What follows belongs to an exercise in optimizing a design on an open flow for small area and a short achievable clock period; a production flow would make more cautious choices. Only simulation tests tie the RTL to the original design; equivalence was not proved. Power figures rest on the tool's default switching activity, not on a simulated workload.

==> flow/design.v (excerpt) <==
module mcu_main(input clk, input reset,
                input [16:0] instr,      
                input [7:0] io_in,       
                output [7:0] pc,         
                output io_we,            
                output [7:0] io_addr,    
                output [7:0] io_data);   
localparam [3:0] OP_ADD = 4'd0, OP_SUB = 4'd1, OP_XOR = 4'd2, OP_OR  = 4'd3,
                 OP_AND = 4'd4, OP_PA  = 4'd5, OP_NOT = 4'd6, OP_SLE = 4'd7,
                 OP_SHL = 4'd8, OP_SHR = 4'd9, OP_MEM = 4'd10, OP_IN = 4'd11;
reg [7:0]  pc_reg;
reg [7:0]  pc1;       
reg [16:0] ir;        
reg [7:0]  pc2;       
reg        rw_e;      
reg [2:0]  da_e;
reg [1:0]  bs_e;
reg        mw_e;
reg        owe_e;
reg [3:0]  op_e;
reg [7:0]  a_e, b_e;
reg [7:0]  a_out, b_out;  
reg [7:0]  md;            
reg [15:0] alo_n, ahi_n;  
reg        rw_w;
reg [2:0]  da_w;
reg [7:0]  res_w;
reg        rst_q;     
reg [7:0] r1, r2, r3, r4, r5, r6, r7;
reg [7:0] mem [0:255];
assign pc      = pc_reg;
assign io_we   = owe_e;
assign io_addr = a_out;
assign io_data = b_out;
wire [4:0] opc = ir[16:12];
wire [31:0] d = 32'd1 << opc;    
  ...
clock: 10.0 ns
lec_check: 0
cap_margin: 30
core_margin: 2
core_utilization: 55
cts_cluster_diameter: 150
cts_cluster_size: 25
place_density: 0.7
slew_margin: 20
synth_hierarchical: 1
tns_end_percent: 10
standard.sh (not shown) runs the stock make flow with config.mk's settings and CLKGATE_MAP_FILE= SYNTH_SCRIPT=/design/flow/synth_recipe.tcl, a recipe that flattens the netlist after the stock synthesis.
==> flow/flow/run.sh <==
#!/bin/bash
# Layout: the standard flow (standard.sh: the standard synthesis and the
# ORFS steps, unchanged), except that
set -euo pipefail
bash standard.sh SETUP_SLACK_MARGIN=7.0 "BUFFER_PORTS_ARGS=-buffer_cell sky130_fd_sc_hd__buf_4" finish > run_standard.log 2>&1
Rerun with:
==> flow/flow/run.sh (replaced) <==
#!/bin/bash
# Layout: the standard flow (standard.sh: the standard synthesis and the
# ORFS steps, unchanged), except that
set -euo pipefail
bash standard.sh SETUP_SLACK_MARGIN=6.8 "BUFFER_PORTS_ARGS=-buffer_cell sky130_fd_sc_hd__buf_4" finish > run_standard.log 2>&1
--- a/flow/config.mk
+++ b/flow/config.mk
@@ -10 +10 @@
-export CORE_UTILIZATION = 55
+export CORE_UTILIZATION = 40
@@ -13 +13 @@
-export PLACE_DENSITY = 0.7
+export PLACE_DENSITY = 0.6
@@ -16 +15,0 @@
-export TNS_END_PERCENT = 10
After rerunning:
- via count drops by 1.9%
- design area is about the same
- count of clock-buffer cells in the layout climbs by 10
- non-clock buffer count drops by 62
- flip-flop and latch count does not change
Rerun with:
==> flow/flow/run.sh (replaced) <==
#!/bin/bash
# Layout: the standard flow (standard.sh: the standard synthesis and the
# ORFS steps, unchanged), except that
set -euo pipefail
bash standard.sh SETUP_SLACK_MARGIN=7.15 "BUFFER_PORTS_ARGS=-buffer_cell sky130_fd_sc_hd__buf_4" finish > run_standard.log 2>&1
--- a/flow/config.mk
+++ b/flow/config.mk
@@ -10 +10 @@
-export CORE_UTILIZATION = 40
+export CORE_UTILIZATION = 55
@@ -13 +13 @@
-export PLACE_DENSITY = 0.6
+export PLACE_DENSITY = 0.7
What happened: First-iteration DRC count is higher by 6.8%. Sequential share of layout area is lower by 0.23 points. Synthesized cell count is unchanged. Fmax is higher by 2.8%. Worst setup slack is better by 0.090 ns. Total power is higher by 0.85%.
Rerun with:
==> flow/flow/run.sh (replaced) <==
#!/bin/bash
# Layout: the standard flow (standard.sh: the standard synthesis and the
# ORFS steps, unchanged), except that
set -euo pipefail
bash standard.sh SETUP_SLACK_MARGIN=6.8 "BUFFER_PORTS_ARGS=-buffer_cell sky130_fd_sc_hd__buf_4" finish > run_standard.log 2>&1
Result:
- die area does not change
- sequential share of layout area increases by 0.86 points
- global-route usage shrinks by 0.91 points
Rerun with:
==> flow/flow/run.sh (replaced) <==
#!/bin/bash
# Layout: the standard flow (standard.sh: the standard synthesis and the
# ORFS steps, unchanged), except that
set -euo pipefail
bash standard.sh SETUP_SLACK_MARGIN=7.0 "BUFFER_PORTS_ARGS=-buffer_cell sky130_fd_sc_hd__buf_4" finish > run_standard.log 2>&1
--- a/flow/config.mk
+++ b/flow/config.mk
@@ -12 +12 @@
-export CTS_CLUSTER_SIZE = 25
+export CTS_CLUSTER_SIZE = 28
@@ -15,0 +16 @@
+export TNS_END_PERCENT = 10
What happened: The new run passed the timing, design-rule and antenna checks. Cell area went up slightly. Setup slack hardly moves. Die area stays the same. Sequential share of layout area falls by 0.66 points. Cell count goes up slightly. Via count grows by a few percent.
Rerun with:
--- a/flow/config.mk
+++ b/flow/config.mk
@@ -10 +10 @@
-export CORE_UTILIZATION = 55
+export CORE_UTILIZATION = 50
@@ -12,2 +12,2 @@
-export CTS_CLUSTER_SIZE = 28
-export PLACE_DENSITY = 0.7
+export CTS_CLUSTER_SIZE = 25
+export PLACE_DENSITY = 0.65
@@ -16 +15,0 @@
-export TNS_END_PERCENT = 10
Die area went up by roughly a tenth.
Sequential power hardly moves.
Final cell count went up by a few percent.

==> static timing again, ports no longer ideal <==
No port has a modelled driver above. Below, the same layouts with a new extraction and two added sets of constraints. Step 1 assumes that a clkbuf_16 drives the clock port and a buf_2 every other input. Step 2 adds t to the input delays and takes it off the output delays; t is the mean of the earliest and latest rising clock arrival at the registers after step 1. Input paths then give back, and output paths get back, about the clock's delay inside the block. Three values: no drivers, after step 1, after step 2; two values: the first two.
run	t, ns	setup WS [ns]	worst setup path after step 2	worst slew at a driven data input, ns	pins driven straight from the clock port
the first run	0.830	6.754 / 6.677 / 6.790	register to register	0.05	1
the second run	0.851	6.676 / 6.642 / 6.414	input to register	0.09	1
the third run	0.844	6.766 / 6.683 / 6.708	input to register	0.05	1
the fourth run	0.849	6.713 / 6.647 / 6.700	input to register	0.05	1
the fifth run	0.821	6.712 / 6.687 / 6.712	register to register	0.05	1
the sixth run	0.865	6.734 / 6.642 / 6.728	input to register	0.06	1
After both steps setup and hold are still met in every run listed. The setup slack of the second run, which loses most, moves by -0.034 ns with the drivers and by -0.262 ns with both steps.
